From an optimization exercise on the open Yosys and OpenROAD flow, aimed at small area and a short achievable clock period; shortcuts taken in it are not production practice.
Function was not checked in any run shown here: the RTL went through the layout flow alone.

`flow/config.mk`:
```
export PLATFORM = sky130hd
export DESIGN_NAME = booth_mult_top
export DESIGN_NICKNAME = booth_mult_top
export VERILOG_FILES = /design/flow/design.v
export SDC_FILE = /design/flow/constraint.sdc
export NUM_CORES = 4
export LEC_CHECK = 0
export CAP_MARGIN = 20
export CORE_MARGIN = 2
export CORE_UTILIZATION = 40
export SETUP_SLACK_MARGIN = 3
export SLEW_MARGIN = 20
export SYNTH_HIERARCHICAL = 1
```
`flow/design.v`:
```
module booth_mult_top (
  input  wire        clk,
  input  wire [15:0] x,
  input  wire [15:0] y,
  output reg  [31:0] p
);
  reg  [15:0] x_q, y_q;
  wire [31:0] p_d;
  always @(posedge clk) begin
    x_q <= x;
    y_q <= y;
    p   <= p_d;
  end
  booth_mult u_mult (.p(p_d), .x(x_q), .y(y_q));
endmodule

module booth_mult (p, x, y);
input  [15:0] x, y;
output [31:0] p;
wire pp0_0;
wire pp0_1;
wire pp0_2;
wire pp0_3;
wire pp0_4;
wire pp0_5;
wire pp0_6;
wire pp0_7;
wire pp0_8;
wire pp0_9;
wire pp0_10;
wire pp0_11;
wire pp0_12;
wire pp0_13;
wire pp0_14;
wire pp0_15;
wire pp1_0;
wire pp1_1;
wire pp1_2;
wire pp1_3;
wire pp1_4;
wire pp1_5;
wire pp1_6;
wire pp1_7;
wire pp1_8;
wire pp1_9;
wire pp1_10;
wire pp1_11;
wire pp1_12;
wire pp1_13;
wire pp1_14;
wire pp1_15;
wire pp2_0;
wire pp2_1;
wire pp2_2;
wire pp2_3;
wire pp2_4;
wire pp2_5;
wire pp2_6;
wire pp2_7;
wire pp2_8;
wire pp2_9;
wire pp2_10;
wire pp2_11;
wire pp2_12;
wire pp2_13;
wire pp2_14;
wire pp2_15;
wire pp3_0;
wire pp3_1;
wire pp3_2;
wire pp3_3;
wire pp3_4;
wire pp3_5;
wire pp3_6;
wire pp3_7;
wire pp3_8;
wire pp3_9;
wire pp3_10;
wire pp3_11;
wire pp3_12;
wire pp3_13;
wire pp3_14;
wire pp3_15;
wire pp4_0;
wire pp4_1;
wire pp4_2;
wire pp4_3;
wire pp4_4;
wire pp4_5;
wire pp4_6;
wire pp4_7;
wire pp4_8;
wire pp4_9;
wire pp4_10;
wire pp4_11;
wire pp4_12;
wire pp4_13;
wire pp4_14;
wire pp4_15;
wire pp5_0;
wire pp5_1;
wire pp5_2;
wire pp5_3;
wire pp5_4;
wire pp5_5;
wire pp5_6;
wire pp5_7;
wire pp5_8;
wire pp5_9;
wire pp5_10;
wire pp5_11;
wire pp5_12;
wire pp5_13;
wire pp5_14;
wire pp5_15;
wire pp6_0;
wire pp6_1;
wire pp6_2;
wire pp6_3;
wire pp6_4;
wire pp6_5;
wire pp6_6;
wire pp6_7;
wire pp6_8;
wire pp6_9;
wire pp6_10;
wire pp6_11;
wire pp6_12;
wire pp6_13;
wire pp6_14;
wire pp6_15;
wire pp7_0;
wire pp7_1;
wire pp7_2;
wire pp7_3;
wire pp7_4;
wire pp7_5;
wire pp7_6;
wire pp7_7;
wire pp7_8;
wire pp7_9;
wire pp7_10;
wire pp7_11;
wire pp7_12;
wire pp7_13;
wire pp7_14;
wire pp7_15;
wire pp8_0;
wire pp8_1;
wire pp8_2;
wire pp8_3;
wire pp8_4;
wire pp8_5;
wire pp8_6;
wire pp8_7;
wire pp8_8;
wire pp8_9;
wire pp8_10;
wire pp8_11;
wire pp8_12;
wire pp8_13;
wire pp8_14;
wire pp8_15;
wire pp9_0;
wire pp9_1;
wire pp9_2;
wire pp9_3;
wire pp9_4;
wire pp9_5;
wire pp9_6;
wire pp9_7;
wire pp9_8;
wire pp9_9;
wire pp9_10;
wire pp9_11;
wire pp9_12;
wire pp9_13;
wire pp9_14;
wire pp9_15;
wire pp10_0;
wire pp10_1;
wire pp10_2;
wire pp10_3;
wire pp10_4;
wire pp10_5;
wire pp10_6;
wire pp10_7;
wire pp10_8;
wire pp10_9;
wire pp10_10;
wire pp10_11;
wire pp10_12;
wire pp10_13;
wire pp10_14;
wire pp10_15;
wire pp11_0;
wire pp11_1;
wire pp11_2;
wire pp11_3;
wire pp11_4;
wire pp11_5;
wire pp11_6;
wire pp11_7;
wire pp11_8;
wire pp11_9;
wire pp11_10;
wire pp11_11;
wire pp11_12;
wire pp11_13;
wire pp11_14;
wire pp11_15;
wire pp12_0;
wire pp12_1;
wire pp12_2;
wire pp12_3;
wire pp12_4;
wire pp12_5;
wire pp12_6;
wire pp12_7;
wire pp12_8;
wire pp12_9;
wire pp12_10;
wire pp12_11;
wire pp12_12;
wire pp12_13;
wire pp12_14;
wire pp12_15;
wire pp13_0;
wire pp13_1;
wire pp13_2;
wire pp13_3;
wire pp13_4;
wire pp13_5;
wire pp13_6;
wire pp13_7;
wire pp13_8;
wire pp13_9;
wire pp13_10;
wire pp13_11;
wire pp13_12;
wire pp13_13;
wire pp13_14;
wire pp13_15;
wire pp14_0;
wire pp14_1;
wire pp14_2;
wire pp14_3;
wire pp14_4;
wire pp14_5;
wire pp14_6;
wire pp14_7;
wire pp14_8;
wire pp14_9;
wire pp14_10;
wire pp14_11;
wire pp14_12;
wire pp14_13;
wire pp14_14;
wire pp14_15;
wire pp15_0;
wire pp15_1;
wire pp15_2;
wire pp15_3;
wire pp15_4;
wire pp15_5;
wire pp15_6;
wire pp15_7;
wire pp15_8;
wire pp15_9;
wire pp15_10;
wire pp15_11;
wire pp15_12;
wire pp15_13;
wire pp15_14;
wire pp15_15;
wire s1;
wire c2;
wire s3;
wire c4;
wire s5;
wire c6;
wire s7;
wire c8;
wire s9;
wire c10;
wire s11;
wire c12;
wire s13;
wire c14;
wire s15;
wire c16;
wire s17;
wire c18;
wire s19;
wire c20;
wire s21;
wire c22;
wire s23;
wire c24;
wire s25;
wire c26;
wire s27;
wire c28;
wire s29;
wire c30;
wire s31;
wire c32;
wire s33;
wire c34;
wire s35;
wire c36;
wire s37;
wire c38;
wire s39;
wire c40;
wire s41;
wire c42;
wire s43;
wire c44;
wire s45;
wire c46;
wire s47;
wire c48;
wire s49;
wire c50;
wire s51;
wire c52;
wire s53;
wire c54;
wire s55;
wire c56;
wire s57;
wire c58;
wire s59;
wire c60;
wire s61;
wire c62;
wire s63;
wire c64;
wire s65;
wire c66;
wire s67;
wire c68;
wire s69;
wire c70;
wire s71;
wire c72;
wire s73;
wire c74;
wire s75;
wire c76;
wire s77;
wire c78;
wire s79;
wire c80;
wire s81;
wire c82;
wire s83;
wire c84;
wire s85;
wire c86;
wire s87;
wire c88;
wire s89;
wire c90;
wire s91;
wire c92;
wire s93;
wire c94;
wire s95;
wire c96;
wire s97;
wire c98;
wire s99;
wire c100;
wire s101;
wire c102;
wire s103;
wire c104;
wire s105;
wire c106;
wire s107;
wire c108;
wire s109;
wire c110;
wire s111;
wire c112;
wire s113;
wire c114;
wire s115;
wire c116;
wire s117;
wire c118;
wire s119;
wire c120;
wire s121;
wire c122;
wire s123;
wire c124;
wire s125;
wire c126;
wire s127;
wire c128;
wire s129;
wire c130;
wire s131;
wire c132;
wire s133;
wire c134;
wire s135;
wire c136;
wire s137;
wire c138;
wire s139;
wire c140;
wire s141;
wire c142;
wire s143;
wire c144;
wire s145;
wire c146;
wire s147;
wire c148;
wire s149;
wire c150;
wire s151;
wire c152;
wire s153;
wire c154;
wire s155;
wire c156;
wire s157;
wire c158;
wire s159;
wire c160;
wire s161;
wire c162;
wire s163;
wire c164;
wire s165;
wire c166;
wire s167;
wire c168;
wire s169;
wire c170;
wire s171;
wire c172;
wire s173;
wire c174;
wire s175;
wire c176;
wire s177;
wire c178;
wire s179;
wire c180;
wire s181;
wire c182;
wire s183;
wire c184;
wire s185;
wire c186;
wire s187;
wire c188;
wire s189;
wire c190;
wire s191;
wire c192;
wire s193;
wire c194;
wire s195;
wire c196;
wire s197;
wire c198;
wire s199;
wire c200;
wire s201;
wire c202;
wire s203;
wire c204;
wire s205;
wire c206;
wire s207;
wire c208;
wire s209;
wire c210;
wire s211;
wire c212;
wire s213;
wire c214;
wire s215;
wire c216;
wire s217;
wire c218;
wire s219;
wire c220;
wire s221;
wire c222;
wire s223;
wire c224;
wire s225;
wire c226;
wire s227;
wire c228;
wire s229;
wire c230;
wire s231;
wire c232;
wire s233;
wire c234;
wire s235;
wire c236;
wire s237;
wire c238;
wire s239;
wire c240;
wire s241;
wire c242;
wire s243;
wire c244;
wire s245;
wire c246;
wire s247;
wire c248;
wire s249;
wire c250;
wire s251;
wire c252;
wire s253;
wire c254;
wire s255;
wire c256;
wire s257;
wire c258;
wire s259;
wire c260;
wire s261;
wire c262;
wire s263;
wire c264;
wire s265;
wire c266;
wire s267;
wire c268;
wire s269;
wire c270;
wire s271;
wire c272;
wire s273;
wire c274;
wire s275;
wire c276;
wire s277;
wire c278;
wire s279;
wire c280;
wire s281;
wire c282;
wire s283;
wire c284;
wire s285;
wire c286;
wire s287;
wire c288;
wire s289;
wire c290;
wire s291;
wire c292;
wire s293;
wire c294;
wire s295;
wire c296;
wire s297;
wire c298;
wire s299;
wire c300;
wire s301;
wire c302;
wire s303;
wire c304;
wire s305;
wire c306;
wire s307;
wire c308;
wire s309;
wire c310;
wire s311;
wire c312;
wire s313;
wire c314;
wire s315;
wire c316;
wire s317;
wire c318;
wire s319;
wire c320;
wire s321;
wire c322;
wire s323;
wire c324;
wire s325;
wire c326;
wire s327;
wire c328;
wire s329;
wire c330;
wire s331;
wire c332;
wire s333;
wire c334;
wire s335;
wire c336;
wire s337;
wire c338;
wire s339;
wire c340;
wire s341;
wire c342;
wire s343;
wire c344;
wire s345;
wire c346;
wire s347;
wire c348;
wire s349;
wire c350;
wire s351;
wire c352;
wire s353;
wire c354;
wire s355;
wire c356;
wire s357;
wire c358;
wire s359;
wire c360;
wire s361;
wire c362;
wire s363;
wire c364;
wire s365;
wire c366;
wire s367;
wire c368;
wire s369;
wire c370;
wire s371;
wire c372;
wire s373;
wire c374;
wire s375;
wire c376;
wire s377;
wire c378;
wire s379;
wire c380;
wire s381;
wire c382;
wire s383;
wire c384;
wire s385;
wire c386;
wire s387;
wire c388;
wire s389;
wire c390;
wire s391;
wire c392;
wire s393;
wire c394;
wire s395;
wire c396;
wire s397;
wire c398;
wire s399;
wire c400;
wire s401;
wire c402;
wire s403;
wire c404;
wire s405;
wire c406;
wire s407;
wire c408;
wire s409;
wire c410;
wire s411;
wire c412;
wire s413;
wire c414;
wire s415;
wire c416;
wire s417;
wire c418;
wire s419;
wire c420;
wire s421;
wire c422;
wire s423;
wire c424;
wire s425;
wire c426;
wire s427;
wire c428;
wire s429;
wire c430;
wire s431;
wire c432;
wire s433;
wire c434;
wire s435;
wire c436;
wire s437;
wire c438;
wire s439;
wire c440;
wire s441;
wire c442;
wire s443;
wire c444;
wire s445;
wire c446;
wire s447;
wire c448;
wire s449;
wire c450;
assign pp0_0 = ~(x[0] & y[0]);
assign pp0_1 = ~(x[1] & y[0]);
assign pp0_2 = ~(x[2] & y[0]);
assign pp0_3 = ~(x[3] & y[0]);
assign pp0_4 = ~(x[4] & y[0]);
assign pp0_5 = ~(x[5] & y[0]);
assign pp0_6 = ~(x[6] & y[0]);
assign pp0_7 = ~(x[7] & y[0]);
assign pp0_8 = ~(x[8] & y[0]);
assign pp0_9 = ~(x[9] & y[0]);
assign pp0_10 = ~(x[10] & y[0]);
assign pp0_11 = ~(x[11] & y[0]);
assign pp0_12 = ~(x[12] & y[0]);
assign pp0_13 = ~(x[13] & y[0]);
assign pp0_14 = ~(x[14] & y[0]);
assign pp0_15 = x[15] & y[0];
assign pp1_0 = ~(x[0] & y[1]);
assign pp1_1 = ~(x[1] & y[1]);
assign pp1_2 = ~(x[2] & y[1]);
assign pp1_3 = ~(x[3] & y[1]);
assign pp1_4 = ~(x[4] & y[1]);
assign pp1_5 = ~(x[5] & y[1]);
assign pp1_6 = ~(x[6] & y[1]);
assign pp1_7 = ~(x[7] & y[1]);
assign pp1_8 = ~(x[8] & y[1]);
assign pp1_9 = ~(x[9] & y[1]);
assign pp1_10 = ~(x[10] & y[1]);
assign pp1_11 = ~(x[11] & y[1]);
assign pp1_12 = ~(x[12] & y[1]);
assign pp1_13 = ~(x[13] & y[1]);
assign pp1_14 = ~(x[14] & y[1]);
assign pp1_15 = x[15] & y[1];
assign pp2_0 = ~(x[0] & y[2]);
assign pp2_1 = ~(x[1] & y[2]);
assign pp2_2 = ~(x[2] & y[2]);
assign pp2_3 = ~(x[3] & y[2]);
assign pp2_4 = ~(x[4] & y[2]);
assign pp2_5 = ~(x[5] & y[2]);
assign pp2_6 = ~(x[6] & y[2]);
assign pp2_7 = ~(x[7] & y[2]);
assign pp2_8 = ~(x[8] & y[2]);
assign pp2_9 = ~(x[9] & y[2]);
assign pp2_10 = ~(x[10] & y[2]);
assign pp2_11 = ~(x[11] & y[2]);
assign pp2_12 = ~(x[12] & y[2]);
assign pp2_13 = ~(x[13] & y[2]);
assign pp2_14 = ~(x[14] & y[2]);
assign pp2_15 = x[15] & y[2];
assign pp3_0 = ~(x[0] & y[3]);
assign pp3_1 = ~(x[1] & y[3]);
assign pp3_2 = ~(x[2] & y[3]);
assign pp3_3 = ~(x[3] & y[3]);
assign pp3_4 = ~(x[4] & y[3]);
assign pp3_5 = ~(x[5] & y[3]);
assign pp3_6 = ~(x[6] & y[3]);
assign pp3_7 = ~(x[7] & y[3]);
assign pp3_8 = ~(x[8] & y[3]);
assign pp3_9 = ~(x[9] & y[3]);
assign pp3_10 = ~(x[10] & y[3]);
assign pp3_11 = ~(x[11] & y[3]);
assign pp3_12 = ~(x[12] & y[3]);
assign pp3_13 = ~(x[13] & y[3]);
assign pp3_14 = ~(x[14] & y[3]);
assign pp3_15 = x[15] & y[3];
assign pp4_0 = ~(x[0] & y[4]);
assign pp4_1 = ~(x[1] & y[4]);
assign pp4_2 = ~(x[2] & y[4]);
assign pp4_3 = ~(x[3] & y[4]);
assign pp4_4 = ~(x[4] & y[4]);
assign pp4_5 = ~(x[5] & y[4]);
assign pp4_6 = ~(x[6] & y[4]);
assign pp4_7 = ~(x[7] & y[4]);
assign pp4_8 = ~(x[8] & y[4]);
assign pp4_9 = ~(x[9] & y[4]);
assign pp4_10 = ~(x[10] & y[4]);
assign pp4_11 = ~(x[11] & y[4]);
assign pp4_12 = ~(x[12] & y[4]);
assign pp4_13 = ~(x[13] & y[4]);
assign pp4_14 = ~(x[14] & y[4]);
assign pp4_15 = x[15] & y[4];
assign pp5_0 = ~(x[0] & y[5]);
assign pp5_1 = ~(x[1] & y[5]);
assign pp5_2 = ~(x[2] & y[5]);
assign pp5_3 = ~(x[3] & y[5]);
assign pp5_4 = ~(x[4] & y[5]);
assign pp5_5 = ~(x[5] & y[5]);
assign pp5_6 = ~(x[6] & y[5]);
assign pp5_7 = ~(x[7] & y[5]);
assign pp5_8 = ~(x[8] & y[5]);
assign pp5_9 = ~(x[9] & y[5]);
assign pp5_10 = ~(x[10] & y[5]);
assign pp5_11 = ~(x[11] & y[5]);
assign pp5_12 = ~(x[12] & y[5]);
assign pp5_13 = ~(x[13] & y[5]);
assign pp5_14 = ~(x[14] & y[5]);
assign pp5_15 = x[15] & y[5];
assign pp6_0 = ~(x[0] & y[6]);
assign pp6_1 = ~(x[1] & y[6]);
assign pp6_2 = ~(x[2] & y[6]);
assign pp6_3 = ~(x[3] & y[6]);
assign pp6_4 = ~(x[4] & y[6]);
assign pp6_5 = ~(x[5] & y[6]);
assign pp6_6 = ~(x[6] & y[6]);
assign pp6_7 = ~(x[7] & y[6]);
assign pp6_8 = ~(x[8] & y[6]);
assign pp6_9 = ~(x[9] & y[6]);
assign pp6_10 = ~(x[10] & y[6]);
assign pp6_11 = ~(x[11] & y[6]);
assign pp6_12 = ~(x[12] & y[6]);
assign pp6_13 = ~(x[13] & y[6]);
assign pp6_14 = ~(x[14] & y[6]);
assign pp6_15 = x[15] & y[6];
assign pp7_0 = ~(x[0] & y[7]);
assign pp7_1 = ~(x[1] & y[7]);
assign pp7_2 = ~(x[2] & y[7]);
assign pp7_3 = ~(x[3] & y[7]);
assign pp7_4 = ~(x[4] & y[7]);
assign pp7_5 = ~(x[5] & y[7]);
assign pp7_6 = ~(x[6] & y[7]);
assign pp7_7 = ~(x[7] & y[7]);
assign pp7_8 = ~(x[8] & y[7]);
assign pp7_9 = ~(x[9] & y[7]);
assign pp7_10 = ~(x[10] & y[7]);
assign pp7_11 = ~(x[11] & y[7]);
assign pp7_12 = ~(x[12] & y[7]);
assign pp7_13 = ~(x[13] & y[7]);
assign pp7_14 = ~(x[14] & y[7]);
assign pp7_15 = x[15] & y[7];
assign pp8_0 = ~(x[0] & y[8]);
assign pp8_1 = ~(x[1] & y[8]);
assign pp8_2 = ~(x[2] & y[8]);
assign pp8_3 = ~(x[3] & y[8]);
assign pp8_4 = ~(x[4] & y[8]);
assign pp8_5 = ~(x[5] & y[8]);
assign pp8_6 = ~(x[6] & y[8]);
assign pp8_7 = ~(x[7] & y[8]);
assign pp8_8 = ~(x[8] & y[8]);
assign pp8_9 = ~(x[9] & y[8]);
assign pp8_10 = ~(x[10] & y[8]);
assign pp8_11 = ~(x[11] & y[8]);
assign pp8_12 = ~(x[12] & y[8]);
assign pp8_13 = ~(x[13] & y[8]);
assign pp8_14 = ~(x[14] & y[8]);
assign pp8_15 = x[15] & y[8];
assign pp9_0 = ~(x[0] & y[9]);
assign pp9_1 = ~(x[1] & y[9]);
assign pp9_2 = ~(x[2] & y[9]);
assign pp9_3 = ~(x[3] & y[9]);
assign pp9_4 = ~(x[4] & y[9]);
assign pp9_5 = ~(x[5] & y[9]);
assign pp9_6 = ~(x[6] & y[9]);
assign pp9_7 = ~(x[7] & y[9]);
assign pp9_8 = ~(x[8] & y[9]);
assign pp9_9 = ~(x[9] & y[9]);
assign pp9_10 = ~(x[10] & y[9]);
assign pp9_11 = ~(x[11] & y[9]);
assign pp9_12 = ~(x[12] & y[9]);
assign pp9_13 = ~(x[13] & y[9]);
assign pp9_14 = ~(x[14] & y[9]);
assign pp9_15 = x[15] & y[9];
assign pp10_0 = ~(x[0] & y[10]);
assign pp10_1 = ~(x[1] & y[10]);
assign pp10_2 = ~(x[2] & y[10]);
assign pp10_3 = ~(x[3] & y[10]);
assign pp10_4 = ~(x[4] & y[10]);
assign pp10_5 = ~(x[5] & y[10]);
assign pp10_6 = ~(x[6] & y[10]);
assign pp10_7 = ~(x[7] & y[10]);
assign pp10_8 = ~(x[8] & y[10]);
assign pp10_9 = ~(x[9] & y[10]);
assign pp10_10 = ~(x[10] & y[10]);
assign pp10_11 = ~(x[11] & y[10]);
assign pp10_12 = ~(x[12] & y[10]);
assign pp10_13 = ~(x[13] & y[10]);
assign pp10_14 = ~(x[14] & y[10]);
assign pp10_15 = x[15] & y[10];
assign pp11_0 = ~(x[0] & y[11]);
assign pp11_1 = ~(x[1] & y[11]);
assign pp11_2 = ~(x[2] & y[11]);
assign pp11_3 = ~(x[3] & y[11]);
assign pp11_4 = ~(x[4] & y[11]);
assign pp11_5 = ~(x[5] & y[11]);
assign pp11_6 = ~(x[6] & y[11]);
assign pp11_7 = ~(x[7] & y[11]);
assign pp11_8 = ~(x[8] & y[11]);
assign pp11_9 = ~(x[9] & y[11]);
assign pp11_10 = ~(x[10] & y[11]);
assign pp11_11 = ~(x[11] & y[11]);
assign pp11_12 = ~(x[12] & y[11]);
assign pp11_13 = ~(x[13] & y[11]);
assign pp11_14 = ~(x[14] & y[11]);
assign pp11_15 = x[15] & y[11];
assign pp12_0 = ~(x[0] & y[12]);
assign pp12_1 = ~(x[1] & y[12]);
assign pp12_2 = ~(x[2] & y[12]);
assign pp12_3 = ~(x[3] & y[12]);
assign pp12_4 = ~(x[4] & y[12]);
assign pp12_5 = ~(x[5] & y[12]);
assign pp12_6 = ~(x[6] & y[12]);
assign pp12_7 = ~(x[7] & y[12]);
assign pp12_8 = ~(x[8] & y[12]);
assign pp12_9 = ~(x[9] & y[12]);
assign pp12_10 = ~(x[10] & y[12]);
assign pp12_11 = ~(x[11] & y[12]);
assign pp12_12 = ~(x[12] & y[12]);
assign pp12_13 = ~(x[13] & y[12]);
assign pp12_14 = ~(x[14] & y[12]);
assign pp12_15 = x[15] & y[12];
assign pp13_0 = ~(x[0] & y[13]);
assign pp13_1 = ~(x[1] & y[13]);
assign pp13_2 = ~(x[2] & y[13]);
assign pp13_3 = ~(x[3] & y[13]);
assign pp13_4 = ~(x[4] & y[13]);
assign pp13_5 = ~(x[5] & y[13]);
assign pp13_6 = ~(x[6] & y[13]);
assign pp13_7 = ~(x[7] & y[13]);
assign pp13_8 = ~(x[8] & y[13]);
assign pp13_9 = ~(x[9] & y[13]);
assign pp13_10 = ~(x[10] & y[13]);
assign pp13_11 = ~(x[11] & y[13]);
assign pp13_12 = ~(x[12] & y[13]);
assign pp13_13 = ~(x[13] & y[13]);
assign pp13_14 = ~(x[14] & y[13]);
assign pp13_15 = x[15] & y[13];
assign pp14_0 = ~(x[0] & y[14]);
assign pp14_1 = ~(x[1] & y[14]);
assign pp14_2 = ~(x[2] & y[14]);
assign pp14_3 = ~(x[3] & y[14]);
assign pp14_4 = ~(x[4] & y[14]);
assign pp14_5 = ~(x[5] & y[14]);
assign pp14_6 = ~(x[6] & y[14]);
assign pp14_7 = ~(x[7] & y[14]);
assign pp14_8 = ~(x[8] & y[14]);
assign pp14_9 = ~(x[9] & y[14]);
assign pp14_10 = ~(x[10] & y[14]);
assign pp14_11 = ~(x[11] & y[14]);
assign pp14_12 = ~(x[12] & y[14]);
assign pp14_13 = ~(x[13] & y[14]);
assign pp14_14 = ~(x[14] & y[14]);
assign pp14_15 = x[15] & y[14];
assign pp15_0 = x[0] & y[15];
assign pp15_1 = x[1] & y[15];
assign pp15_2 = x[2] & y[15];
assign pp15_3 = x[3] & y[15];
assign pp15_4 = x[4] & y[15];
assign pp15_5 = x[5] & y[15];
assign pp15_6 = x[6] & y[15];
assign pp15_7 = x[7] & y[15];
assign pp15_8 = x[8] & y[15];
assign pp15_9 = x[9] & y[15];
assign pp15_10 = x[10] & y[15];
assign pp15_11 = x[11] & y[15];
assign pp15_12 = x[12] & y[15];
assign pp15_13 = x[13] & y[15];
assign pp15_14 = x[14] & y[15];
assign pp15_15 = ~(x[15] & y[15]);
mha us1 (.a(1'b1), .b(pp0_12), .s(s1), .co(c2));
assign s3 = ~(pp0_13 ^ pp10_3);
assign c4 = pp0_13 | pp10_3;
mha us5 (.a(pp11_2), .b(pp12_1), .s(s5), .co(c6));
assign s7 = ~(pp0_14 ^ pp10_4);
assign c8 = pp0_14 | pp10_4;
mfa us9 (.a(pp11_3), .b(pp12_2), .c(pp13_1), .s(s9), .co(c10));
mha us11 (.a(pp14_0), .b(pp1_13), .s(s11), .co(c12));
assign s13 = ~(pp0_15 ^ pp10_5);
assign c14 = pp0_15 | pp10_5;
mfa us15 (.a(pp11_4), .b(pp12_3), .c(pp13_2), .s(s15), .co(c16));
mfa us17 (.a(pp14_1), .b(pp15_0), .c(pp1_14), .s(s17), .co(c18));
mha us19 (.a(pp2_13), .b(pp3_12), .s(s19), .co(c20));
mfa us21 (.a(pp10_6), .b(pp11_5), .c(pp12_4), .s(s21), .co(c22));
mfa us23 (.a(pp13_3), .b(pp14_2), .c(pp15_1), .s(s23), .co(c24));
mfa us25 (.a(pp1_15), .b(pp2_14), .c(pp3_13), .s(s25), .co(c26));
mfa us27 (.a(pp10_7), .b(pp11_6), .c(pp12_5), .s(s27), .co(c28));
mfa us29 (.a(pp13_4), .b(pp14_3), .c(pp15_2), .s(s29), .co(c30));
mfa us31 (.a(pp10_8), .b(pp11_7), .c(pp12_6), .s(s31), .co(c32));
mha us33 (.a(1'b1), .b(pp0_8), .s(s33), .co(c34));
assign s35 = ~(pp0_9 ^ pp1_8);
assign c36 = pp0_9 | pp1_8;
mha us37 (.a(pp2_7), .b(pp3_6), .s(s37), .co(c38));
assign s39 = ~(pp0_10 ^ pp10_0);
assign c40 = pp0_10 | pp10_0;
mfa us41 (.a(pp1_9), .b(pp2_8), .c(pp3_7), .s(s41), .co(c42));
mha us43 (.a(pp4_6), .b(pp5_5), .s(s43), .co(c44));
assign s45 = ~(pp0_11 ^ pp10_1);
assign c46 = pp0_11 | pp10_1;
mfa us47 (.a(pp11_0), .b(pp1_10), .c(pp2_9), .s(s47), .co(c48));
mfa us49 (.a(pp3_8), .b(pp4_7), .c(pp5_6), .s(s49), .co(c50));
mha us51 (.a(pp6_5), .b(pp7_4), .s(s51), .co(c52));
mfa us53 (.a(pp10_2), .b(pp11_1), .c(pp12_0), .s(s53), .co(c54));
mfa us55 (.a(pp1_11), .b(pp2_10), .c(pp3_9), .s(s55), .co(c56));
mfa us57 (.a(pp4_8), .b(pp5_7), .c(pp6_6), .s(s57), .co(c58));
mfa us59 (.a(pp7_5), .b(pp8_4), .c(pp9_3), .s(s59), .co(c60));
mfa us61 (.a(pp13_0), .b(pp1_12), .c(pp2_11), .s(s61), .co(c62));
mfa us63 (.a(pp3_10), .b(pp4_9), .c(pp5_8), .s(s63), .co(c64));
mfa us65 (.a(pp6_7), .b(pp7_6), .c(pp8_5), .s(s65), .co(c66));
mfa us67 (.a(pp9_4), .b(c2), .c(s5), .s(s67), .co(c68));
mfa us69 (.a(pp2_12), .b(pp3_11), .c(pp4_10), .s(s69), .co(c70));
mfa us71 (.a(pp5_9), .b(pp6_8), .c(pp7_7), .s(s71), .co(c72));
mfa us73 (.a(pp8_6), .b(pp9_5), .c(c6), .s(s73), .co(c74));
mfa us75 (.a(s11), .b(c4), .c(s7), .s(s75), .co(c76));
mfa us77 (.a(pp4_11), .b(pp5_10), .c(pp6_9), .s(s77), .co(c78));
mfa us79 (.a(pp7_8), .b(pp8_7), .c(pp9_6), .s(s79), .co(c80));
mfa us81 (.a(c12), .b(s19), .c(c10), .s(s81), .co(c82));
mfa us83 (.a(c8), .b(s13), .c(s15), .s(s83), .co(c84));
mfa us85 (.a(pp4_12), .b(pp5_11), .c(pp6_10), .s(s85), .co(c86));
mfa us87 (.a(pp7_9), .b(pp8_8), .c(pp9_7), .s(s87), .co(c88));
mfa us89 (.a(c20), .b(c14), .c(c16), .s(s89), .co(c90));
mfa us91 (.a(c18), .b(s21), .c(s23), .s(s91), .co(c92));
mfa us93 (.a(pp2_15), .b(pp3_14), .c(pp4_13), .s(s93), .co(c94));
mfa us95 (.a(pp5_12), .b(pp6_11), .c(pp7_10), .s(s95), .co(c96));
mfa us97 (.a(pp8_9), .b(pp9_8), .c(c22), .s(s97), .co(c98));
mfa us99 (.a(c24), .b(c26), .c(s27), .s(s99), .co(c100));
mfa us101 (.a(pp13_5), .b(pp14_4), .c(pp15_3), .s(s101), .co(c102));
mfa us103 (.a(pp3_15), .b(pp4_14), .c(pp5_13), .s(s103), .co(c104));
mfa us105 (.a(pp6_12), .b(pp7_11), .c(pp8_10), .s(s105), .co(c106));
mfa us107 (.a(pp9_9), .b(c28), .c(c30), .s(s107), .co(c108));
mfa us109 (.a(pp10_9), .b(pp11_8), .c(pp12_7), .s(s109), .co(c110));
mfa us111 (.a(pp13_6), .b(pp14_5), .c(pp15_4), .s(s111), .co(c112));
mfa us113 (.a(pp4_15), .b(pp5_14), .c(pp6_13), .s(s113), .co(c114));
mfa us115 (.a(pp7_12), .b(pp8_11), .c(pp9_10), .s(s115), .co(c116));
mfa us117 (.a(pp10_10), .b(pp11_9), .c(pp12_8), .s(s117), .co(c118));
mfa us119 (.a(pp13_7), .b(pp14_6), .c(pp15_5), .s(s119), .co(c120));
mfa us121 (.a(pp5_15), .b(pp6_14), .c(pp7_13), .s(s121), .co(c122));
mfa us123 (.a(pp10_11), .b(pp11_10), .c(pp12_9), .s(s123), .co(c124));
mfa us125 (.a(pp13_8), .b(pp14_7), .c(pp15_6), .s(s125), .co(c126));
mfa us127 (.a(pp10_12), .b(pp11_11), .c(pp12_10), .s(s127), .co(c128));
mha us129 (.a(1'b1), .b(pp0_5), .s(s129), .co(c130));
assign s131 = ~(pp0_6 ^ pp1_5);
assign c132 = pp0_6 | pp1_5;
mha us133 (.a(pp2_4), .b(pp3_3), .s(s133), .co(c134));
assign s135 = ~(pp0_7 ^ pp1_6);
assign c136 = pp0_7 | pp1_6;
mfa us137 (.a(pp2_5), .b(pp3_4), .c(pp4_3), .s(s137), .co(c138));
mha us139 (.a(pp5_2), .b(pp6_1), .s(s139), .co(c140));
mfa us141 (.a(pp1_7), .b(pp2_6), .c(pp3_5), .s(s141), .co(c142));
mfa us143 (.a(pp4_4), .b(pp5_3), .c(pp6_2), .s(s143), .co(c144));
mfa us145 (.a(pp7_1), .b(pp8_0), .c(s33), .s(s145), .co(c146));
mfa us147 (.a(pp4_5), .b(pp5_4), .c(pp6_3), .s(s147), .co(c148));
mfa us149 (.a(pp7_2), .b(pp8_1), .c(pp9_0), .s(s149), .co(c150));
mfa us151 (.a(c34), .b(s37), .c(s35), .s(s151), .co(c152));
mfa us153 (.a(pp6_4), .b(pp7_3), .c(pp8_2), .s(s153), .co(c154));
mfa us155 (.a(pp9_1), .b(c38), .c(s43), .s(s155), .co(c156));
mfa us157 (.a(c36), .b(s39), .c(s41), .s(s157), .co(c158));
mfa us159 (.a(pp8_3), .b(pp9_2), .c(c44), .s(s159), .co(c160));
mfa us161 (.a(s51), .b(c40), .c(c42), .s(s161), .co(c162));
mfa us163 (.a(s45), .b(s47), .c(s49), .s(s163), .co(c164));
mfa us165 (.a(c52), .b(s1), .c(c46), .s(s165), .co(c166));
mfa us167 (.a(c48), .b(c50), .c(s53), .s(s167), .co(c168));
mfa us169 (.a(s55), .b(s57), .c(s59), .s(s169), .co(c170));
mfa us171 (.a(c54), .b(c56), .c(c58), .s(s171), .co(c172));
mfa us173 (.a(c60), .b(s3), .c(s61), .s(s173), .co(c174));
mfa us175 (.a(s63), .b(s65), .c(s67), .s(s175), .co(c176));
mfa us177 (.a(c62), .b(c64), .c(c66), .s(s177), .co(c178));
mfa us179 (.a(s69), .b(s71), .c(s9), .s(s179), .co(c180));
mfa us181 (.a(s73), .b(c68), .c(s75), .s(s181), .co(c182));
mfa us183 (.a(c70), .b(c72), .c(s17), .s(s183), .co(c184));
mfa us185 (.a(s77), .b(s79), .c(c74), .s(s185), .co(c186));
mfa us187 (.a(c76), .b(s81), .c(s83), .s(s187), .co(c188));
mfa us189 (.a(c78), .b(c80), .c(s25), .s(s189), .co(c190));
mfa us191 (.a(s85), .b(s87), .c(c82), .s(s191), .co(c192));
mfa us193 (.a(c84), .b(s89), .c(s91), .s(s193), .co(c194));
mfa us195 (.a(c86), .b(c88), .c(s29), .s(s195), .co(c196));
mfa us197 (.a(s93), .b(s95), .c(c90), .s(s197), .co(c198));
mfa us199 (.a(c92), .b(s97), .c(s99), .s(s199), .co(c200));
mfa us201 (.a(c94), .b(c96), .c(s101), .s(s201), .co(c202));
mfa us203 (.a(s103), .b(s105), .c(s31), .s(s203), .co(c204));
mfa us205 (.a(c98), .b(c100), .c(s107), .s(s205), .co(c206));
mfa us207 (.a(c102), .b(c104), .c(c106), .s(s207), .co(c208));
mfa us209 (.a(c32), .b(s109), .c(s111), .s(s209), .co(c210));
mfa us211 (.a(s113), .b(s115), .c(c108), .s(s211), .co(c212));
mfa us213 (.a(pp8_12), .b(pp9_11), .c(c110), .s(s213), .co(c214));
mfa us215 (.a(c112), .b(c114), .c(c116), .s(s215), .co(c216));
mfa us217 (.a(s117), .b(s119), .c(s121), .s(s217), .co(c218));
mfa us219 (.a(pp6_15), .b(pp7_14), .c(pp8_13), .s(s219), .co(c220));
mfa us221 (.a(pp9_12), .b(c118), .c(c120), .s(s221), .co(c222));
mfa us223 (.a(c122), .b(s123), .c(s125), .s(s223), .co(c224));
mfa us225 (.a(pp13_9), .b(pp14_8), .c(pp15_7), .s(s225), .co(c226));
mfa us227 (.a(pp7_15), .b(pp8_14), .c(pp9_13), .s(s227), .co(c228));
mfa us229 (.a(c124), .b(c126), .c(s127), .s(s229), .co(c230));
mfa us231 (.a(pp10_13), .b(pp11_12), .c(pp12_11), .s(s231), .co(c232));
mfa us233 (.a(pp13_10), .b(pp14_9), .c(pp15_8), .s(s233), .co(c234));
mfa us235 (.a(pp8_15), .b(pp9_14), .c(c128), .s(s235), .co(c236));
mfa us237 (.a(pp10_14), .b(pp11_13), .c(pp12_12), .s(s237), .co(c238));
mfa us239 (.a(pp13_11), .b(pp14_10), .c(pp15_9), .s(s239), .co(c240));
mfa us241 (.a(pp10_15), .b(pp11_14), .c(pp12_13), .s(s241), .co(c242));
mha us243 (.a(1'b1), .b(pp0_3), .s(s243), .co(c244));
assign s245 = ~(pp0_4 ^ pp1_3);
assign c246 = pp0_4 | pp1_3;
mha us247 (.a(pp2_2), .b(pp3_1), .s(s247), .co(c248));
mfa us249 (.a(pp1_4), .b(pp2_3), .c(pp3_2), .s(s249), .co(c250));
mfa us251 (.a(pp4_1), .b(pp5_0), .c(s129), .s(s251), .co(c252));
mfa us253 (.a(pp4_2), .b(pp5_1), .c(pp6_0), .s(s253), .co(c254));
mfa us255 (.a(c130), .b(s133), .c(s131), .s(s255), .co(c256));
mfa us257 (.a(pp7_0), .b(c134), .c(s139), .s(s257), .co(c258));
mfa us259 (.a(c132), .b(s135), .c(s137), .s(s259), .co(c260));
mfa us261 (.a(c140), .b(c136), .c(c138), .s(s261), .co(c262));
mfa us263 (.a(s141), .b(s143), .c(s145), .s(s263), .co(c264));
mfa us265 (.a(c142), .b(c144), .c(s147), .s(s265), .co(c266));
mfa us267 (.a(s149), .b(c146), .c(s151), .s(s267), .co(c268));
mfa us269 (.a(c148), .b(c150), .c(s153), .s(s269), .co(c270));
mfa us271 (.a(s155), .b(c152), .c(s157), .s(s271), .co(c272));
mfa us273 (.a(c154), .b(s159), .c(c156), .s(s273), .co(c274));
mfa us275 (.a(c158), .b(s161), .c(s163), .s(s275), .co(c276));
mfa us277 (.a(c160), .b(c162), .c(c164), .s(s277), .co(c278));
mfa us279 (.a(s165), .b(s167), .c(s169), .s(s279), .co(c280));
mfa us281 (.a(c166), .b(c168), .c(c170), .s(s281), .co(c282));
mfa us283 (.a(s171), .b(s173), .c(s175), .s(s283), .co(c284));
mfa us285 (.a(c172), .b(c174), .c(s177), .s(s285), .co(c286));
mfa us287 (.a(s179), .b(c176), .c(s181), .s(s287), .co(c288));
mfa us289 (.a(c178), .b(c180), .c(s183), .s(s289), .co(c290));
mfa us291 (.a(s185), .b(c182), .c(s187), .s(s291), .co(c292));
mfa us293 (.a(c184), .b(s189), .c(c186), .s(s293), .co(c294));
mfa us295 (.a(s191), .b(c188), .c(s193), .s(s295), .co(c296));
mfa us297 (.a(c190), .b(s195), .c(c192), .s(s297), .co(c298));
mfa us299 (.a(s197), .b(c194), .c(s199), .s(s299), .co(c300));
mfa us301 (.a(c196), .b(s201), .c(s203), .s(s301), .co(c302));
mfa us303 (.a(c198), .b(c200), .c(s205), .s(s303), .co(c304));
mfa us305 (.a(c202), .b(c204), .c(s207), .s(s305), .co(c306));
mfa us307 (.a(s209), .b(c206), .c(s211), .s(s307), .co(c308));
mfa us309 (.a(c208), .b(c210), .c(s213), .s(s309), .co(c310));
mfa us311 (.a(s215), .b(s217), .c(c212), .s(s311), .co(c312));
mfa us313 (.a(s219), .b(c214), .c(c216), .s(s313), .co(c314));
mfa us315 (.a(c218), .b(s221), .c(s223), .s(s315), .co(c316));
mfa us317 (.a(c220), .b(s225), .c(s227), .s(s317), .co(c318));
mfa us319 (.a(c222), .b(c224), .c(s229), .s(s319), .co(c320));
mfa us321 (.a(c226), .b(c228), .c(s231), .s(s321), .co(c322));
mfa us323 (.a(s233), .b(c230), .c(s235), .s(s323), .co(c324));
mfa us325 (.a(pp9_15), .b(c232), .c(c234), .s(s325), .co(c326));
mfa us327 (.a(s237), .b(s239), .c(c236), .s(s327), .co(c328));
mfa us329 (.a(pp13_12), .b(pp14_11), .c(pp15_10), .s(s329), .co(c330));
mfa us331 (.a(c238), .b(c240), .c(s241), .s(s331), .co(c332));
mfa us333 (.a(pp11_15), .b(pp12_14), .c(pp13_13), .s(s333), .co(c334));
mfa us335 (.a(pp14_12), .b(pp15_11), .c(c242), .s(s335), .co(c336));
mfa us337 (.a(pp12_15), .b(pp13_14), .c(pp14_13), .s(s337), .co(c338));
mha us339 (.a(1'b1), .b(pp0_2), .s(s339), .co(c340));
mfa us341 (.a(pp1_2), .b(pp2_1), .c(pp3_0), .s(s341), .co(c342));
mfa us343 (.a(pp4_0), .b(c244), .c(s247), .s(s343), .co(c344));
mfa us345 (.a(c248), .b(c246), .c(s249), .s(s345), .co(c346));
mfa us347 (.a(c250), .b(s253), .c(c252), .s(s347), .co(c348));
mfa us349 (.a(c254), .b(s257), .c(c256), .s(s349), .co(c350));
mfa us351 (.a(c258), .b(c260), .c(s261), .s(s351), .co(c352));
mfa us353 (.a(c262), .b(s265), .c(c264), .s(s353), .co(c354));
mfa us355 (.a(c266), .b(s269), .c(c268), .s(s355), .co(c356));
mfa us357 (.a(c270), .b(s273), .c(c272), .s(s357), .co(c358));
mfa us359 (.a(c274), .b(c276), .c(s277), .s(s359), .co(c360));
mfa us361 (.a(c278), .b(c280), .c(s281), .s(s361), .co(c362));
mfa us363 (.a(c282), .b(s285), .c(c284), .s(s363), .co(c364));
mfa us365 (.a(c286), .b(s289), .c(c288), .s(s365), .co(c366));
mfa us367 (.a(c290), .b(s293), .c(c292), .s(s367), .co(c368));
mfa us369 (.a(c294), .b(s297), .c(c296), .s(s369), .co(c370));
mfa us371 (.a(s301), .b(c298), .c(c300), .s(s371), .co(c372));
mfa us373 (.a(c302), .b(s305), .c(c304), .s(s373), .co(c374));
mfa us375 (.a(c306), .b(s309), .c(s311), .s(s375), .co(c376));
mfa us377 (.a(c310), .b(s313), .c(s315), .s(s377), .co(c378));
mfa us379 (.a(s317), .b(c314), .c(c316), .s(s379), .co(c380));
mfa us381 (.a(c318), .b(s321), .c(c320), .s(s381), .co(c382));
mfa us383 (.a(c322), .b(s325), .c(c324), .s(s383), .co(c384));
mfa us385 (.a(s329), .b(c326), .c(s331), .s(s385), .co(c386));
mfa us387 (.a(c330), .b(s333), .c(c332), .s(s387), .co(c388));
mfa us389 (.a(pp15_12), .b(c334), .c(s337), .s(s389), .co(c390));
mfa us391 (.a(pp13_15), .b(pp14_14), .c(pp15_13), .s(s391), .co(c392));
mha us393 (.a(1'b1), .b(pp0_1), .s(s393), .co(c394));
mfa us395 (.a(pp1_1), .b(pp2_0), .c(s339), .s(s395), .co(c396));
mfa us397 (.a(c340), .b(s243), .c(s341), .s(s397), .co(c398));
mfa us399 (.a(c342), .b(s245), .c(s343), .s(s399), .co(c400));
mfa us401 (.a(c344), .b(s251), .c(s345), .s(s401), .co(c402));
mfa us403 (.a(c346), .b(s255), .c(s347), .s(s403), .co(c404));
mfa us405 (.a(s259), .b(c348), .c(s349), .s(s405), .co(c406));
mfa us407 (.a(s263), .b(c350), .c(s351), .s(s407), .co(c408));
mfa us409 (.a(c352), .b(s267), .c(s353), .s(s409), .co(c410));
mfa us411 (.a(s271), .b(c354), .c(s355), .s(s411), .co(c412));
mfa us413 (.a(s275), .b(c356), .c(s357), .s(s413), .co(c414));
mfa us415 (.a(s279), .b(c358), .c(s359), .s(s415), .co(c416));
mfa us417 (.a(s283), .b(c360), .c(s361), .s(s417), .co(c418));
mfa us419 (.a(c362), .b(s287), .c(s363), .s(s419), .co(c420));
mfa us421 (.a(s291), .b(c364), .c(s365), .s(s421), .co(c422));
mfa us423 (.a(s295), .b(c366), .c(s367), .s(s423), .co(c424));
mfa us425 (.a(s299), .b(c368), .c(s369), .s(s425), .co(c426));
mfa us427 (.a(s303), .b(c370), .c(s371), .s(s427), .co(c428));
mfa us429 (.a(s307), .b(s373), .c(c372), .s(s429), .co(c430));
mfa us431 (.a(c308), .b(s375), .c(c374), .s(s431), .co(c432));
mfa us433 (.a(c312), .b(s377), .c(c376), .s(s433), .co(c434));
mfa us435 (.a(s319), .b(c378), .c(s379), .s(s435), .co(c436));
mfa us437 (.a(s323), .b(c380), .c(s381), .s(s437), .co(c438));
mfa us439 (.a(s327), .b(c382), .c(s383), .s(s439), .co(c440));
mfa us441 (.a(c328), .b(s385), .c(c384), .s(s441), .co(c442));
mfa us443 (.a(s335), .b(c386), .c(s387), .s(s443), .co(c444));
mfa us445 (.a(c336), .b(s389), .c(c388), .s(s445), .co(c446));
mfa us447 (.a(c338), .b(s391), .c(c390), .s(s447), .co(c448));
mfa us449 (.a(pp14_15), .b(pp15_14), .c(c392), .s(s449), .co(c450));
wire [31:0] ra = {1'b1, pp15_15, s449, s447, s445, s443, s441, s439, s437, s435, s433, s431, s429, s427, s425, s423, s421, s419, s417, s415, s413, s411, s409, s407, s405, s403, s401, s399, s397, s395, pp1_0, pp0_0};
wire [31:0] rb = {1'b0, c450, c448, c446, c444, c442, c440, c438, c436, c434, c432, c430, c428, c426, c424, c422, c420, c418, c416, c414, c412, c410, c408, c406, c404, c402, c400, c398, c396, c394, s393, 1'b0};
assign p = ~(ra + rb);
endmodule
module mfa (a, b, c, s, co);
input a, b, c;
output s, co;
assign s = a ^ b ^ c;
assign co = (a & b) | (a & c) | (b & c);
endmodule
module mha (a, b, s, co);
input a, b;
output s, co;
assign s = a ^ b;
assign co = a & b;
endmodule
```
`flow/constraint.sdc`:
```
create_clock -name core_clock -period 8.5 [get_ports {clk}]
set_input_delay 1.7000 -clock core_clock [delete_from_list [all_inputs] [get_ports {clk}]]
set_output_delay 1.7000 -clock core_clock [all_outputs]
set_load 0.01 [all_outputs]
```
`flow/run.sh`:
```
#!/bin/bash
# synth_recipe.tcl (not shown) runs the flow's synth.tcl, then flattens the netlist and writes it again
# the make line also repeats each setting of config.mk as NAME=value (left out here)
make -C /OpenROAD-flow-scripts/flow DESIGN_CONFIG=/design/flow/config.mk WORK_HOME=/design/flow/orfs CLKGATE_MAP_FILE= SYNTH_SCRIPT=/design/flow/synth_recipe.tcl finish
```
==> out/results.tsv, run 1 <==
metric	value	unit
diodes	0	
min_to	p[0]$_DFF_P_	
grt_pass1_wl	36.3	mm
ys_seq_area_frac	0.150	
place_area	9370	µm²
period_minus_slack	5.26	ns
hold_buffers	0	
nets	1151	
cts_setup_buffers	0	
critPathKind	register to register	
drc_errors	0	
grt_max_degree	17	
drv_slew	0	
synth_xor_area_frac	0.0288	
synth_compound_area_frac	0.0706	
die_y	150	µm
r2r_cells	15	
start_util	0.407	
hold_viol_final	0	
arrival	5.55	ns
htree_levels	3	
synth_fa_ha_area_frac	0.553	
cp_max_fo	16	
area_growth	14.0	%
avgRoutedWirePerCell	19.3	µm
slew-limit-headroom	0.559	
final.setup.tns	0	ns
crit_path_end_kind	register	
yosys-top-cells-area	fa_1, dfxtp_1, nand2_1, ha_1, and2_1	
clk_latency	0.35	ns
firstDrtPassIters	5	
rsz0062_at_grt	yes	
die-area	22500	µm²
vias_per_cell	5.26	
ys_ff_latch	64	
place_hpwl	17.4	mm
postSynthAreaPerCell	10.4	µm²
final_cell_area	9720	µm²
die_w	150	µm
whs_path_depth	1	
multi_input_area	7020	µm²
synthSimpleGateAreaFrac	0.167	
max_freq	0.190	GHz
finClkSkew	0.00482	ns
num_vias	6003	
clock_sinks	64	
rows	53	
synth_area	8530	µm²
routed_wirelength	22.1	mm
cp-start-kind	register	
required	8.78	ns
worst_hold_path_type	register to register	
synthTopCellsByCount	nand2_1, fa_1, dfxtp_1	
gr-usage-all-layers	0.215	
seq_area	1340	µm²
synth_edf_count	0	
yosysWarnings	7	
core-area	21000	µm²
root_buffer	clkbuf_16	
yosysTopAreaCellShare	0.474	
synth_top_family_by_area	adder cells	
drive_above_1_share	0.0716	
first_global_vias	6709	
async_reset_ff_frac	0	
synth.most_common_cell	nand2_1	
cts_tree	done	
drtAntennaViolNets	0	
hp-start	x_q[0]$_DFF_P_	
synth_top_area_cell	fa_1	
r2r-end	p[30]$_DFF_P_	
maxCapViolCount	0	
status	no timing/DRC/antenna violations	
synth_cells	823	
pin_count	65	
synthMuxAreaShare	0	
cts_buffers	9	
numPortBuffers	64	
cts_max_path_buffers	2	
r2r_slack	3.24	ns
setup_viol	0	
clk_pin_slew	0.05	ns
yosys_most_used_dff	dfxtp_1	
rr_startpoint	y_q[13]$_DFF_P_	
antenna_found_initial	0	
fin_crit_sh	0.619	
grt_overflow	0	
drt_iter0_markers	389	
finalWeightedCongestion	0.865	
tightest_slew	0.657	ns
ys_types	50	
fillCellCount	2024	
[routing by layer]
layer | part of all wire | track usage | vias up
li1 | - | - | 2675
met1 | 0.39 | 0.273 | 3050
met2 | 0.50 | 0.356 | 233
met3 | 0.072 | 0.0497 | 45
met4 | 0.035 | 0.0825 | 0
met5 | 0 | 0 | -
[cells by family after synthesis]
group,Yosys count
other,1
AO/OA/AOI/OAI,82
XOR/XNOR,28
adder cells (fa/ha/maj),256
buffers and inverters,65
AND/OR/NAND/NOR,327
flip-flops,64
[sequential cells by signal, indices dropped and copies added (netlist names)]
register,count
p,32
y_q,16
x_q,16
[per-module statistics from Yosys, one instance, submodules excluded]
module,copies in the design,area (µm²)
booth_mult_top,1,1280
mha,15,12.5
mfa,201,20.0
booth_mult,1,3040
[cell usage in the layout (no fill, tap or decap), types with 11 or more instances in the layout]
master	n
clkdlybuf4s50_1	64
dfxtp_1	32
inv_1	24
xnor2_1	15
dfxtp_2	23
fa_1	202
xor2_1	13
a21o_1	11
nand2_1	239
and2_1	50
ha_1	53
a21oi_1	29
[critical path: stages, from the launching register on]
cell and delay, ns:
dfxtp_2 0.52, nand2_1 0.13, fa_1 0.47, fa_1 0.57, fa_1 0.44, fa_1 0.40
fa_1 0.51, fa_1 0.41, ha_1 0.40, a21o_4 0.28, a2111oi_4 0.30, a22o_2 0.22
o221a_1 0.21, o2111ai_1 0.10, nand2_1 0.10, xor2_1 0.14
[area by class of cell]
cell class	count	area share
Multi-Input combinational cell	699	0.722
Sequential cell	64	0.138
Timing Repair Buffer	64	0.0659
Tap cell	275	0.0354
Clock buffer	11	0.0250
Inverter	24	0.00927
Clock inverter	4	0.00463
[per-stage QoR]
stage                     worst slack, ns  cells   util  hold WS (ns)
after floorplan                      3.32    828      -         0.501
after global routing                 3.00   1141  0.464         0.652
after global placement               2.90   1126  0.447         0.766
after detailed placement             2.85   1126  0.447         0.766
final                                3.24   1141  0.464         0.633
after CTS                            3.00   1141  0.461         0.773
[repair_timing]
item,in CTS,in global routing
endpoints found under the setup margin,9,16
gates resized for setup,9,33
pin swaps,0,1
[how the worst max path moves through the flow]
stage                     depth (start not counted)             from  slack (ns)       endpoint
final                                            15  y_q[13]$_DFF_P_        3.24  p[30]$_DFF_P_
after detailed placement                         15   x_q[4]$_DFF_P_        2.85  p[25]$_DFF_P_
after global routing                             15   x_q[4]$_DFF_P_        3.00  p[25]$_DFF_P_
after CTS                                        15   x_q[2]$_DFF_P_        3.00  p[25]$_DFF_P_
after global placement                           15   x_q[7]$_DFF_P_        2.90  p[30]$_DFF_P_
after floorplan                                  17  y_q[13]$_DFF_P_        3.32  p[27]$_DFF_P_
==> run 2, diff against run 1 <==
==> flow/flow/run.sh (new file) <==
#!/bin/bash
# Standard ORFS layout with two changes: no half-adder cells (extract_fa
# finds only full adders; half adders are left to abc as plain gates), and
# port buffers of the smallest buffer cell.
export DONT_USE_CELLS="sky130_fd_sc_hd__ha_1 sky130_fd_sc_hd__ha_2 sky130_fd_sc_hd__ha_4"
export BUFFER_PORTS_ARGS="-buffer_cell sky130_fd_sc_hd__buf_1"
bash standard.sh > standard.log 2>&1
==> flow/standard.sh (new file) <==
#!/bin/bash
# synth_recipe.tcl (not shown) runs the flow's synth.tcl, then flattens the netlist and writes it again
# the make line also repeats each setting of config.mk as NAME=value (left out here)
make -C /OpenROAD-flow-scripts/flow DESIGN_CONFIG=/design/flow/config.mk WORK_HOME=/design/flow/orfs CLKGATE_MAP_FILE= SYNTH_SCRIPT=/design/flow/synth_recipe.tcl "${@:-finish}"
removed: flow/run.sh
==> out/results.tsv, run 2 <==
metric	value	unit	change
status	no timing/DRC/antenna violations		
place_area	8970	µm²	-4.3%
avgRoutedWirePerCell	19.2	µm	-0.67%
ys_seq_area_frac	0.150		unchanged
fin_crit_sh	0.621		+0.00173
ys_types	50		unchanged
maxCapViolCount	0		unchanged
yosys-top-cells-area	fa_1, dfxtp_1, nand2_1, ha_1, and2_1		
cts_buffers	9		unchanged
cp_max_fo	16		unchanged
cts_tree	done		
firstDrtPassIters	5		unchanged
largestRegisters	p x32, x_q x16, y_q x16		
clk_pin_slew	0.06	ns	about the same
final_cell_mix	nand2_1, fa_1, buf_1, ha_1, and2_1		
cp_slowest_cell	fa_1		
drv_slew	0		unchanged
setup_viol	0		unchanged
root_buffer	clkbuf_16		
clock_sinks	64		unchanged
nets	1151		unchanged
arrival	5.56	ns	about the same
largest_reg_flops	32		unchanged
finClkSkew	0.00587	ns	+0.00105 ns
antenna_found_initial	0		unchanged
place_ws	2.92	ns	+0.0730 ns
slew-limit-headroom	0.479		-0.0797
critPathKind	register to register		
final.setup.tns	0	ns	unchanged
core-area	21000	µm²	unchanged
vias_per_cell	5.33		+1.4%
pin_count	65		unchanged
postSynthAreaPerCell	10.4	µm²	unchanged
synthTopCellsByCount	nand2_1, fa_1, dfxtp_1		
max_freq	0.189	GHz	-0.28%
finalWeightedCongestion	0.864		-0.13%
die_w	150	µm	unchanged
diodes	0		unchanged
htree_levels	3		unchanged
cts_setup_buffers	0		unchanged
synth_top_area_cell	fa_1		
hold_viol_final	0		unchanged
rsz0062_at_grt	yes		
instances_no_fill	1142		+0.088%
required	8.78	ns	about the same
synth_area	8530	µm²	unchanged
area_growth	9.42	%	
crit_chain	nand2_1, fa_1, fa_1, fa_1, fa_1, fa_1, fa_1, ha_1, a21o_4, a2111oi_4, a22o_2, o221a_1, o2111ai_1, nand2_1, xor2_1		
top_register	p		
grt_pass1_wl	35.2	mm	-2.9%
die-area	22500	µm²	unchanged
gr-usage-all-layers	0.209		-0.00587
place_hpwl	16.8	mm	-3.0%
rows	53		unchanged
drive_above_1_share	0.0704		-0.00124
fillCellCount	2091		+3.3%
cp-start-kind	register		
numPlacedInstances	1126		unchanged
crit_path_end_kind	register		
ys_ff_latch	64		unchanged
synth_cells	823		unchanged
layout_setup_ws	3.22	ns	-0.0147 ns
die_y	150	µm	unchanged
cts_max_path_buffers	2		unchanged
path_common_cell	fa_1		
drt_iter0_markers	400		+2.8%
numPortBuffers	64		unchanged
yosys_most_used_dff	dfxtp_1		
grt_max_degree	17		unchanged
grt_overflow	0		unchanged
routed_wirelength	21.9	mm	-0.58%
final_cell_area	9330	µm²	-4.0%
slowest_delay	0.58	ns	about the same
worst_hold_path_type	register to register		
clk_latency	0.34	ns	about the same
synth.most_common_cell	nand2_1		
final_common_cell	nand2_1		
synth_edf_count	0		unchanged
num_vias	6090		+1.4%
yosysTopAreaCellShare	0.474		unchanged
async_reset_ff_frac	0		unchanged
first_global_vias	6481		-3.4%
period_minus_slack	5.28	ns	+0.0147 ns
drtAntennaViolNets	0		unchanged
yosysWarnings	7		unchanged
drc_errors	0		unchanged
tightest_slew	0.775	ns	+0.119 ns
start_util	0.407		unchanged
[run 2: cell count changes in the layout (fill, tap and decap cells not counted)]
cell	before	now
clkbuf_1	1	2
buf_1	0	64
ha_2	1	0
clkbuf_8	1	2
clkdlybuf4s50_1	64	0
clkinv_2	3	2
ha_1	53	54
[run 2: modules after synthesis (local to each module, per instance)]
module / copies in the design / flip-flops and latches / cells
booth_mult: 1 / 0 / 543
mha: 15 / 0 / 1
booth_mult_top: 1 / 64 / 64
mfa: 201 / 0 / 1
[run 2: per-stage QoR]
| stage | utilization | hold slack, ns |
|---|---|---|
| 6_report | 0.445 | 0.666 |
| 5_1_grt | 0.445 | 0.691 |
| 4_1_cts | 0.443 | 0.830 |
| 3_5_place_dp | 0.428 | 0.816 |
| 3_3_place_gp | 0.428 | 0.814 |
| 2_1_floorplan | - | 0.501 |
[run 2: worst paths after layout]
path / start / endpoint / slack [ns] / cells past startpoint
min: x_q[0]$_DFF_P_ / p[0]$_DFF_P_ / 0.67 / 1
max: y_q[13]$_DFF_P_ / p[30]$_DFF_P_ / 3.22 / 15
min reg2reg: x_q[0]$_DFF_P_ / p[0]$_DFF_P_ / 0.67 / 1
max reg2reg: y_q[13]$_DFF_P_ / p[30]$_DFF_P_ / 3.22 / 15
[run 2: layer usage]
layer	track usage	part of all wire	up-vias
met5	0	0	-
met2	0.342	0.50	221
met3	0.0314	0.058	33
met1	0.278	0.41	3153
li1	-	-	2683
met4	0.0844	0.031	0
[run 2: layout make-up]
type                    instances  area (µm²)  share of cell area
flip-flops and latches         64        1340               0.144
multi-input cells             699        7010               0.752
clock buffers                  13         260              0.0279
clock inverters                 3        40.0             0.00429
well taps                     275         344              0.0369
repair buffers                 64         240              0.0257
inverters                      24        90.1             0.00965
[run 2: repair_timing]
action | CTS | global route
hold buffers | 0 | 0
resized for setup | 9 | 32
setup endpoints to repair | 6 | 13
cloned | 0 | 0
[run 2: critical path: cells and delay by family, from the launching register on]
family | cells | cell delay (ns)
AO/OA/AOI/OAI | 5 | 1.10
XOR/XNOR | 1 | 0.14
adder cells (fa/ha/maj) | 7 | 3.19
flip-flops | 1 | 0.53
AND/OR/NAND/NOR | 2 | 0.25
[run 2: logic make-up (layout without fill, tap and decap cells)]
family                   count (synthesis)  in the layout  share of synthesized area
AND/OR/NAND/NOR                        327            327                      0.167
adder cells (fa/ha/maj)                256            256                      0.553
AO/OA/AOI/OAI                           82             82                     0.0706
buffers and inverters                   65            104                     0.0296
flip-flops                              64             64                      0.150
XOR/XNOR                                28             28                     0.0288
other                                    1              6                   0.000440

## port drivers added, routing unchanged
Ports are ideal in the flow. The routed layouts listed here were re-timed in OpenROAD. Step 1: set_driving_cell puts a clkbuf_16 on clk and a buf_2 on each other input, an assumption about the parent block. Step 2 times the ports against the registers' clock, not the clock port: input delays grow and output delays shrink by t, the midpoint of the rising clock arrivals with the driver on. Slacks: ideal / step 1 / step 2; pairs: ideal / step 1.
| run | t, ns | setup WS [ns] | worst hold slack (ns) | worst setup path after step 2 | pins driven straight from the clock port |
|---|---|---|---|---|---|
| run 1 | 0.392 | 3.235 / 3.235 / 3.235 | 0.633 / 0.633 / 0.633 | register to register | 1 |
| run 2 | 0.383 | 3.220 / 3.220 / 3.220 | 0.666 / 0.666 / 0.666 | register to register | 1 |
After both steps every run listed still meets setup and hold.
